What follows belongs to an exercise in optimizing a design on an open flow for a short achievable clock period and few clock cycles; a production flow would make more cautious choices. In this exercise RTL edits were held to simulation tests only and were not proved equivalent to the original.

==> run Y <==
==> flow/design.v <==
module integrate(
input clock,reset,enter,
input [7:0] in1,
input prog_we,
input [4:0] prog_addr,
input [7:0] prog_data,
input [4:0] dbg_addr,
output [7:0] dbg_data,
output halt,
output in_req,
output [7:0] out1
);
localparam W = 4;
localparam NS = 2 * W - 1;    
reg [255:0] ram;
reg [5*(NS+1)-1:0] pcs;       
reg [8*W-1:0] ir;
reg [7:0] avalue;
function [7:0] rd;
  input [255:0] m;
  input [4:0] a;
  rd = m[a*8 +: 8];
endfunction
function [7:0] padd;
  input [7:0] x, y;
  input cin;
  reg [7:0] g, p, g1, p1, g2, p2, g3;
  begin
    g = x & y;
    p = x ^ y;
    g[0] = g[0] | (p[0] & cin);
    g1 = g | ({p[7:1], 1'b0} & {g[6:0], 1'b0});
    p1 = p & {p[6:0], 1'b1};
    g2 = g1 | ({p1[7:2], 2'b0} & {g1[5:0], 2'b0});
    p2 = p1 & {p1[5:0], 2'b11};
    g3 = g2 | ({p2[7:4], 4'b0} & {g2[3:0], 4'b0});
    padd = p ^ {g3[6:0], cin};
  end
endfunction
function [7:0] add3;
  input [7:0] x, y, z;
  input c0, c1;
  reg [7:0] s, c;
  begin
    s = x ^ y ^ z;
    c = {(x[6:0] & y[6:0]) | (x[6:0] & z[6:0]) | (y[6:0] & z[6:0]), c0};
    add3 = padd(s, c, c1);
  end
endfunction
wire [2:0] op [0:W-1];
wire [4:0] ad [0:W-1];
wire [7:0] mv [0:W-1];
genvar gj;
generate for (gj = 0; gj < W; gj = gj + 1) begin : slot
  assign op[gj] = ir[8*gj+5 +: 3];
  assign ad[gj] = ir[8*gj +: 5];
  assign mv[gj] = rd(ram, ad[gj]);
end endgenerate
wire az = (avalue == 8'd0);
wire ap = ~avalue[7];
reg [W-1:0] reach, exec, tk, isalu, isldin, isaddsub, isst, isj;
reg [W:0] len;                
reg ireq, alu_seen, in_seen, hit, tgt_found, tgt_hit;
reg [4:0] tgt;
reg [7:0] anew, base, tx, ty;
reg [7:0] bsel, tsx, tsy;
reg cx, cy;
reg [8*NS-1:0] sq;            
reg [8*W-1:0] tw;             
reg [8*W-1:0] irn;
reg [4:0] q, xa;
reg [7:0] w8;
reg ldin_seen, in_last;
integer j, k, i;
always @(*) begin
  for (j = 0; j < W; j = j + 1) begin
    isalu[j] = op[j] == 3'b000 || op[j] == 3'b010 || op[j] == 3'b011 || op[j] == 3'b100;
    isldin[j] = op[j] == 3'b000 || op[j] == 3'b100;
    isaddsub[j] = op[j] == 3'b010 || op[j] == 3'b011;
    isst[j] = op[j] == 3'b001;
    isj[j] = op[j] == 3'b101 || op[j] == 3'b110;
    tk[j] = (op[j] == 3'b101 && az) || (op[j] == 3'b110 && ap);
  end
  alu_seen = 1'b0;
  in_seen = 1'b0;
  ireq = 1'b0;
  for (j = 0; j < W; j = j + 1) begin
    hit = 1'b0;
    for (k = 0; k < j; k = k + 1)
      if (isst[k] && (ad[k] == pcs[5*j +: 5] ||
          ((op[j] == 3'b000 || isaddsub[j]) && ad[k] == ad[j])))
        hit = 1'b1;
    if (j == 0)
      reach[j] = op[j] != 3'b111;
    else
      reach[j] = exec[j-1] && !tk[j-1] && op[j] != 3'b111 && !hit &&
                 !(alu_seen && (isst[j] || isj[j])) &&
                 !(in_seen && op[j] == 3'b100) &&
                 !(j >= 2 && isaddsub[j] && isalu[j-1] && isalu[j-2] && !isldin[j-1]);
    exec[j] = reach[j] && (op[j] != 3'b100 || enter);
    if (reach[j] && op[j] == 3'b100) ireq = 1'b1;
    if (isalu[j]) alu_seen = 1'b1;
    if (op[j] == 3'b100) in_seen = 1'b1;
  end
  len = 0;
  len[0] = !exec[0];
  for (j = 1; j < W; j = j + 1)
    len[j] = exec[j-1] && !exec[j];
  len[W] = exec[W-1];
  bsel = len[0] ? avalue : 8'd0;
  tsx = 8'd0;
  tsy = 8'd0;
  cx = 1'b0;
  cy = 1'b0;
  ldin_seen = 1'b0;
  in_last = 1'b0;
  for (j = 1; j <= W; j = j + 1) begin
    if (isldin[j-1]) begin
      ldin_seen = 1'b1;
      in_last = op[j-1] == 3'b100;
    end
    base = !ldin_seen ? avalue : in_last ? in1 : 8'd0;
    ty = (isalu[j-1] && op[j-1] != 3'b100) ? (mv[j-1] ^ {8{op[j-1] == 3'b011}}) : 8'd0;
    if (j >= 2)
      tx = (isalu[j-2] && !isldin[j-1] && op[j-2] != 3'b100) ? (mv[j-2] ^ {8{op[j-2] == 3'b011}}) : 8'd0;
    else
      tx = 8'd0;
    if (len[j]) begin
      bsel = bsel | base;
      tsx = tsx | tx;
      tsy = tsy | ty;
      cx = cx | (j >= 2 && isalu[j-2] && !isldin[j-1] && op[j-2] == 3'b011);
      cy = cy | (isalu[j-1] && op[j-1] == 3'b011);
    end
  end
  anew = add3(bsel, tsx, tsy, cx, cy);
  tgt_found = 1'b0;
  tgt = 5'd0;
  tgt_hit = 1'b0;
  for (j = W - 1; j >= 0; j = j - 1)
    if (tk[j]) begin
      tgt = ad[j];
    end
  for (j = 0; j < W; j = j + 1)
    if (exec[j] && tk[j]) tgt_hit = 1'b1;
  for (i = 0; i < NS; i = i + 1) begin
    xa = pcs[5*(i+1) +: 5];
    w8 = rd(ram, xa);
    for (k = 0; k < W; k = k + 1)
      if (exec[k] && isst[k] && ad[k] == xa) w8 = avalue;
    sq[8*i +: 8] = w8;
  end
  for (i = 0; i < W; i = i + 1) begin
    xa = 5'd0;
    for (j = W - 1; j >= 0; j = j - 1)
      if (tk[j]) xa = ad[j] + i[4:0];
    w8 = rd(ram, xa);
    for (k = 0; k < W; k = k + 1)
      if (exec[k] && isst[k] && ad[k] == xa) w8 = avalue;
    tw[8*i +: 8] = w8;
  end
  irn = ir;
  q = pcs[4:0];
  for (j = 1; j <= W; j = j + 1)
    if (len[j]) begin
      irn = sq[8*(j-1) +: 8*W];
      q = pcs[5*j +: 5];
    end
  if (tgt_hit) begin
    irn = tw;
    q = tgt;
  end
end
always @(posedge clock) begin
  for (i = 0; i < 32; i = i + 1) begin
    if (prog_we && prog_addr == i)
      ram[8*i +: 8] <= prog_data;
    else if (reset)
      for (k = 0; k < W; k = k + 1)
        if (exec[k] && isst[k] && ad[k] == i) ram[8*i +: 8] <= avalue;
  end
end
always @(posedge clock) begin
  for (i = 0; i < W; i = i + 1) begin
    if (!reset)
      ir[8*i +: 8] <= (prog_we && prog_addr == i) ? prog_data : ram[8*i +: 8];
    else
      ir[8*i +: 8] <= irn[8*i +: 8];
  end
end
always @(posedge clock or negedge reset) begin
  if (reset == 0) begin
    for (k = 0; k <= NS; k = k + 1) pcs[5*k +: 5] <= k;
    avalue <= 0;
  end else begin
    for (k = 0; k <= NS; k = k + 1) pcs[5*k +: 5] <= q + k;
    avalue <= anew;
  end
end
assign halt = reset & (op[0] == 3'b111);
assign in_req = reset & ireq;
assign out1 = avalue;
assign dbg_data = rd(ram, dbg_addr);
endmodule
==> flow/run.sh <==
#!/bin/bash
# synth_recipe.tcl (not shown) runs the flow's synth.tcl, then flattens the netlist and writes it again
# the make line also repeats each setting of config.mk as NAME=value (left out here)
make -C /OpenROAD-flow-scripts/flow DESIGN_CONFIG=/design/flow/config.mk WORK_HOME=/design/flow/orfs CLKGATE_MAP_FILE= SYNTH_SCRIPT=/design/flow/synth_recipe.tcl finish
==> flow/config.mk <==
export PLATFORM = sky130hd
export DESIGN_NAME = integrate
export DESIGN_NICKNAME = integrate
export VERILOG_FILES = /design/flow/design.v
export SDC_FILE = /design/flow/constraint.sdc
export NUM_CORES = 4
export LEC_CHECK = 0
export ABC_CLOCK_PERIOD_IN_PS = 2500
export CAP_MARGIN = 20
export CORE_MARGIN = 2
export CORE_UTILIZATION = 30
export PLACE_DENSITY = 0.5
export SETUP_SLACK_MARGIN = 3.0
export SLEW_MARGIN = 20
export TNS_END_PERCENT = 100
==> flow/constraint.sdc <==
create_clock -name core_clock -period 6.5 [get_ports {clock}]
set_input_delay 1.3000 -clock core_clock [delete_from_list [all_inputs] [get_ports {clock}]]
set_output_delay 1.3000 -clock core_clock [all_outputs]
set_load 0.01 [all_outputs]
==> run G (differences from run Y) <==
--- a/flow/design.v
+++ b/flow/design.v
@@ -63,7 +63,7 @@
 reg ireq, alu_seen, in_seen, hit, tgt_found, tgt_hit;
 reg [4:0] tgt;
 reg [7:0] anew, base, tx, ty;
-reg [7:0] bsel, tsx, tsy;
+reg [7:0] ssel, csel;
 reg cx, cy;
 reg [8*NS-1:0] sq;            
 reg [8*W-1:0] tw;             
@@ -107,10 +107,8 @@
   for (j = 1; j < W; j = j + 1)
     len[j] = exec[j-1] && !exec[j];
   len[W] = exec[W-1];
-  bsel = len[0] ? avalue : 8'd0;
-  tsx = 8'd0;
-  tsy = 8'd0;
-  cx = 1'b0;
+  ssel = len[0] ? avalue : 8'd0;
+  csel = 8'd0;
   cy = 1'b0;
   ldin_seen = 1'b0;
   in_last = 1'b0;
@@ -125,15 +123,14 @@
       tx = (isalu[j-2] && !isldin[j-1] && op[j-2] != 3'b100) ? (mv[j-2] ^ {8{op[j-2] == 3'b011}}) : 8'd0;
     else
       tx = 8'd0;
+    cx = j >= 2 && isalu[j-2] && !isldin[j-1] && op[j-2] == 3'b011;
     if (len[j]) begin
-      bsel = bsel | base;
-      tsx = tsx | tx;
-      tsy = tsy | ty;
-      cx = cx | (j >= 2 && isalu[j-2] && !isldin[j-1] && op[j-2] == 3'b011);
+      ssel = ssel | (base ^ tx ^ ty);
+      csel = csel | {(base[6:0] & tx[6:0]) | (base[6:0] & ty[6:0]) | (tx[6:0] & ty[6:0]), cx};
       cy = cy | (isalu[j-1] && op[j-1] == 3'b011);
     end
   end
-  anew = add3(bsel, tsx, tsy, cx, cy);
+  anew = padd(ssel, csel, cy);
   tgt_found = 1'b0;
   tgt = 5'd0;
   tgt_hit = 1'b0;
SETUP_SLACK_MARGIN = 2.0   (was 3.0)
TNS_END_PERCENT = 20   (was 100)
==> comparison table <==
Result of the run: run G timing/DRC/antenna clean; run Y timing/DRC/antenna clean
Clock distribution area overhead in the final layout: run G 2.26%; run Y 2.38%
Final clock period utilization by the worst path: run G 79.7%; run Y 78.3%
Number of well-tap cells placed: run G 2480; run Y 2355
Maximum number of pins on one net before global-route repair: run G 90; run Y 53
Met3 Routed Length: run G 69.6 mm; run Y 65.6 mm
Simple logic cell fraction of the synthesized area: run G 12.5%; run Y 13.7%
Number of standard cells in the final layout excluding fillers: run G 7961; run Y 7936
Net count of the mapped netlist: run G 5467; run Y 5498
Pre-CTS setup slack: run G 510 ps; run Y 310 ps
Fill cell total of the finished layout: run G 18400; run Y 17100
Critical path depth in cells: run G 16; run Y 22
Half-perimeter wire length of the detailed placement result: run G 253 mm; run Y 251 mm
Layout Nets: run G 5509; run Y 5616
Met1 Track Usage GR: run G 45.8%; run Y 46.9%
Number of buffer and inverter stages on the critical path: run G 4; run Y 10
Worst clock skew on the final layout: run G 80.5 ps; run Y 46.2 ps
Layout cells sized above 1: run G 43.8%; run Y 45.3%
Layout Utilization: run G 36.2%; run Y 38.7%
Cells after Synth: run G 5357; run Y 5408
Testbench counts of run Y, summed over its fixed seeds: cycles 7,906.
Testbench counts of run G, summed over its fixed seeds: cycles 7,906.

==> what the ideal ports hide <==
Ports are ideal in the flow. The routed layouts listed here were re-timed in OpenROAD. Step 1 assumes that a clkbuf_16 drives the clock port and a buf_2 every other input. Step 2 also shifts input and output timing later by t, the mid clock arrival at the registers, as if the neighbouring blocks saw the same clock. a / b / c = ideal / step 1 / step 2; a / b = the first two.
run	t, ns	setup WS [ns]	worst setup path at the end	latest minus earliest clock arrival (ns)	slew at the worst register clock pin (ns)
run Y	0.756	1.408 / 1.408 / 0.994	input to register	0.048 / 0.048	0.08 / 0.08
run G	0.748	1.317 / 1.317 / 1.291	input to register	0.081 / 0.080	0.07 / 0.07
After both steps every run listed still meets setup and hold. The setup slack of run Y, which loses most, moves by 0.000 ns with the drivers and by -0.414 ns with both steps.
